From an optimization exercise on the open Yosys and OpenROAD flow, aimed at small area, a short achievable clock period and few clock cycles per item; shortcuts taken in it are not production practice. The RTL was checked by simulation tests, not by an equivalence proof against the original design. No activity file was given, so power comes from the tool's default toggle rates.

==> flow/design.v, too long to show whole: its modules and the start of the top module <==
// module scr_search: 1475 lines
module scr_search(clk,rst,start,R_fixed,angle1,adder,error,X,Y,done);
  // ...
==> flow/flow/run.sh <==
#!/bin/bash
set -euo pipefail
export BUFFER_PORTS_ARGS="-buffer_cell sky130_fd_sc_hd__buf_2"
sed 's/SETUP_SLACK_MARGIN=[0-9.]*/SETUP_SLACK_MARGIN=6.4/' standard.sh > standard_m.sh
grep -q 'SETUP_SLACK_MARGIN=6.4' standard_m.sh
bash standard_m.sh > standard_flow.log 2>&1
==> flow/standard.sh <==
#!/bin/bash
# synth_recipe.tcl (not shown) runs the flow's synth.tcl, then flattens the netlist and writes it again
# the make line also repeats each setting of config.mk as NAME=value (left out here)
make -C /OpenROAD-flow-scripts/flow DESIGN_CONFIG=/design/flow/config.mk WORK_HOME=/design/flow/orfs CLKGATE_MAP_FILE= SYNTH_SCRIPT=/design/flow/synth_recipe.tcl "${@:-finish}"
==> flow/config.mk <==
export PLATFORM = sky130hd
export DESIGN_NAME = scr_search
export DESIGN_NICKNAME = scr_search
export VERILOG_FILES = /design/flow/design.v
export SDC_FILE = /design/flow/constraint.sdc
export NUM_CORES = 4
export LEC_CHECK = 0
export ABC_AREA = 1
export CAP_MARGIN = 20
export CORE_MARGIN = 2
export CORE_UTILIZATION = 25
export PLACE_DENSITY = 0.5
export SETUP_SLACK_MARGIN = 5
export SLEW_MARGIN = 20
==> flow/constraint.sdc <==
create_clock -name core_clock -period 12.0 [get_ports {clk}]
set_input_delay 2.4000 -clock core_clock [delete_from_list [all_inputs] [get_ports {clk}]]
set_output_delay 2.4000 -clock core_clock [all_outputs]
set_load 0.01 [all_outputs]
==> impl_metrics.tcl, run 1 <==
set metrics [dict create \
    dp_hpwl_um 88000 \
    grt_antenna_before_repair 0 \
    clock_buffers 9 \
    yosysWarningCount 1 \
    hold_violations 0 \
    relSlewSlack_pct 31.3 \
    swShare_pct 56.0 \
    met1_usage_pct 43.0 \
    nNonClkBuffers 73 \
    final_cells 3739 \
    worstSetupStartpoint "xr[0]" \
    tns_ns 0 \
    power.share.clock_pct 15.0 \
    fin_area_um2 16700 \
    gr-total-overflow 0 \
    multi_input_area_share_pct 69.0 \
    skew_ns 0.00683 \
    max_stage_delay_ns 0.58 \
    power-per-cell-area_nw_per_um2 106 \
    drive_above_1_share_pct 8.33 \
    final_common_cell "nand2_1" \
    cp_common_cell "nor2_1" \
    setup_violations 0 \
    fin_crit_ns 5.69 \
    largest_registers "ta: 10 flops, tb: 10 flops, xr: 10 flops" \
    outcome "no timing/DRC/antenna violations" \
    leakagePower_nw 9.53 \
    synth_top_family_by_area "simple AND/OR/NAND/NOR gates" \
]
Testbench counts, summed over its fixed seeds: cycles 384, queries 384.
==> inputs of run 2 (changes only) <==
--- a/flow/config.mk
+++ b/flow/config.mk
@@ -9,6 +9,9 @@
 export CAP_MARGIN = 20
 export CORE_MARGIN = 2
 export CORE_UTILIZATION = 25
+export CTS_BUF_LIST = sky130_fd_sc_hd__clkbuf_4 sky130_fd_sc_hd__clkbuf_8
+export CTS_CLUSTER_DIAMETER = 100
+export CTS_CLUSTER_SIZE = 30
 export PLACE_DENSITY = 0.5
 export SETUP_SLACK_MARGIN = 5
 export SLEW_MARGIN = 20
==> run 2 against run 1 <==
Effect of this change: still clean on timing, DRC and antenna; routed wire length decreased by 0.22%; first-iteration DRC count increased by 6.0%; setup slack got worse by 0.027 ns; worst hold slack better by 0.0047 ns; synthesized area is the same; critical path type unchanged; critical endpoint is now X[0]; largest power group unchanged.
==> impl_metrics.tcl, run 2 <==
set metrics [dict create \
    final_common_cell "nand2_1" \
    synthFlopType "edfxtp_1" \
    required_ns 9.60 \
    end_kind "output pin" \
    die_x_um 247 \
    cp_max_fo 8 \
    drc_errors 0 \
    maxSlewViolCount 0 \
    max_stage_delay_ns 0.60 \
    irDropWorstVdd_mv 0.0575 \
    grt_use_total_pct 33.3 \
    hold_violations 0 \
    min_period_over_period_pct 47.7 \
    cts_buffers 9 \
    cp_slowest_cell "fa_1" \
    min_path_type "reg2reg" \
    core_um2 58800 \
    dieArea_um2 61200 \
    synth-edff-count 54 \
    synth.cell_area_um2 14800 \
    pre_cts_slack_ns 4.91 \
    grt_pass1_wl_um 145000 \
    worst-slew-pin-transition_ns 1.00 \
    syn_inst 2920 \
    grt_pass1_vias 20000 \
    path_clk_slew_ns 0.08 \
    maxCapViolCount 0 \
    power-per-cell-area_nw_per_um2 103 \
    leakagePower_nw 9.47 \
    path_cells "fa_1 > inv_1 > ha_1 > nand2_1 > nor3b_1 > nand4_1 > nor2_1 > nand3_1 > nand2_1 > inv_1 > nand3_4 > nand4_1 > nand2_4 > nand2_1 > nor2_1 > buf_2" \
    holdBufCountCts 0 \
    seq_area_frac_synth_pct 12.2 \
    rsz0062_at_grt "true" \
    timing.rr.start "err[1]" \
    synth_commonest_cells "nand2_1 (903), nor2_1 (523), inv_1 (399)" \
    cts_tree "done" \
    cp_common_cell "nand2_1" \
    nNetsFinal 3060 \
    final_cells 3739 \
    worstSetupStartpoint "xr[3]" \
    detail-route-antenna-nets 0 \
    clk-insertion-delay-late_ns 0.37 \
    regToRegEndpoint "emax[1]" \
    wl_per_cell_um 27.7 \
    io_pins 49 \
    grt_max_degree 63 \
    ys_ff_latch 63 \
    fin_crit_ns 5.72 \
    n_antenna_cell 0 \
    tns_ns 0 \
    synth.avg_cell_area_um2 5.07 \
    ys_top_cells_by_area "nand2_1 (23%), nor2_1 (13%), nand3_1 (12%), edfxtp_1 (11%), inv_1 (10%)" \
    num_rows 89 \
    async_flop_share_pct 0 \
    synth_largest_area_cell "nand2_1" \
    fin_ws_ns 6.28 \
    htree_levels 3 \
    cts.path.max_buffers 2 \
    ys_types 50 \
    skew_ns 0.00625 \
    via_count 21400 \
    dp_hpwl_um 88000 \
    gp_congestion 1.09 \
    cts.sinks 63 \
    gr-total-overflow 0 \
    setup.worst_path.end "X[0]" \
    final_cell_mix "nand2_1 (883), nor2_1 (506), inv_1 (392)" \
    hold_slack_ns 0.475 \
    avgViaCountPerCell 5.72 \
    power_w 0.00170 \
    outcome "no timing/DRC/antenna violations" \
    synth_most_common_cell "nand2_1" \
    drive_above_1_share_pct 8.19 \
    drtIter0Drc 3290 \
    dieHeight_um 247 \
    setup_violations 0 \
    syn2layout_area_growth_pct 12.2 \
    synth_fp_nets 3019 \
    port_buffers 48 \
    yosysWarningCount 1 \
    worstSetupStartpointType "flop" \
    cts_root_buffer "clkbuf_8" \
    relSlewSlack_pct 32.6 \
    whs_path_depth 2 \
    synth_top_area_share_pct 22.9 \
    largest_registers "ta: 10 flops, tb: 10 flops, xr: 10 flops" \
    arrival_ns 3.32 \
    fmax_ghz 0.175 \
    place_inst 3707 \
    firstDrtPassIters 7 \
    r2r_slack_ns 9.95 \
    reg2regPathDepth 7 \
    path_class "reg2out" \
    start_util_pct 25.2 \
    wl_um 104000 \
    grt_antenna_before_repair 1 \
]
[run 2: worst min path at each step]
stage          endpoint  slack, ns  start
2_1_floorplan      done       0.50   done
4_1_cts            done       0.48   done
5_1_grt            done       0.51   done
3_5_place_dp       done       0.46   done
6_report           done       0.47   done
3_3_place_gp       done       0.45   done
[run 2: per-layer routing]
layer	wire [um]	vias up	track usage [%]	part of all wire, %
met4	8410	2	20.3	8.1
met5	13	-	0	0.013
met1	41900	9996	43.1	40
li1	-	9475	-	-
met3	9590	397	5.70	9.3
met2	43800	1505	51.6	42
[run 2: final cells by class]
type / instances / area (um2)
fill: 7027 / 42200
multi-input combinational: 2377 / 11500
clock inverter: 7 / 72.6
tap: 773 / 967
clock buffer: 9 / 124
sequential: 63 / 1800
timing repair buffer: 73 / 453
inverter: 437 / 1670
[run 2: what timing repair did]
action | in CTS | in global routing
pin swaps | 9 | 16
hold endpoints to repair | 0 | 0
endpoints found under the setup margin | 46 | 46
buffers inserted | 7 | 8
gates cloned | 1 | 0
gates resized for setup | 43 | 79
[run 2: per-stage QoR]
stage,utilization (%),cell area [um2]
after global routing,28.2,16600
after global placement,27.0,15900
after CTS,27.7,16300
after floorplan,-,14800
final,28.2,16600
after detailed placement,27.0,15900
[run 2: cells by family after synthesis]
family                   after synthesis  synth area share (%)
AND/OR/NAND/NOR                     2027                  58.3
adder cells (fa/ha/maj)               59                  6.10
flip-flops                            63                  12.2
AO/OA/AOI/OAI                        273                  9.86
buffers and inverters                481                  12.5
XOR/XNOR                              17                  1.01
[run 2: worst max-delay path, delay by kind of cell, from the launching register on]
kind / cells / cell delay [ns]
adder cells (fa/ha/maj): 2 / 0.86
flip-flops: 1 / 0.59
AND/OR/NAND/NOR: 11 / 1.22
buffers and inverters: 3 / 0.25
[run 2: where the power goes]
| group | internal, W | total (W) | switching [W] |
|---|---|---|---|
| clock | 0.0000960 | 0.000191 | 0.0000954 |
| sequential | 0.000278 | 0.000318 | 0.0000407 |
| combinational | 0.000342 | 0.00119 | 0.000852 |
| total | 0.000715 | 0.00170 | 0.000988 |

-- re-timing with driven ports --
The flow's constraints put no driver on any port. The routed layouts listed below were extracted and timed again, unchanged, in two steps. Step 1, drivers: a clkbuf_16 drives clk and a buf_2 each remaining input, both assumed. Step 2 times the ports against the registers' clock, not the clock port: input delays grow and output delays shrink by t, the midpoint of the rising clock arrivals with the driver on. a / b / c = ideal ports / drivers / drivers and shift; a / b = the first two.
run	shift t [ns]	slack for setup (ns)	worst setup path after step 2
run 1	0.402	6.308 / 6.258 / 5.967	input to register
run 2	0.412	6.281 / 6.239 / 5.911	input to register
After both steps setup and hold are still met in every run listed. The setup slack of run 2, which loses most, moves by -0.042 ns with the drivers and by -0.370 ns with both steps.
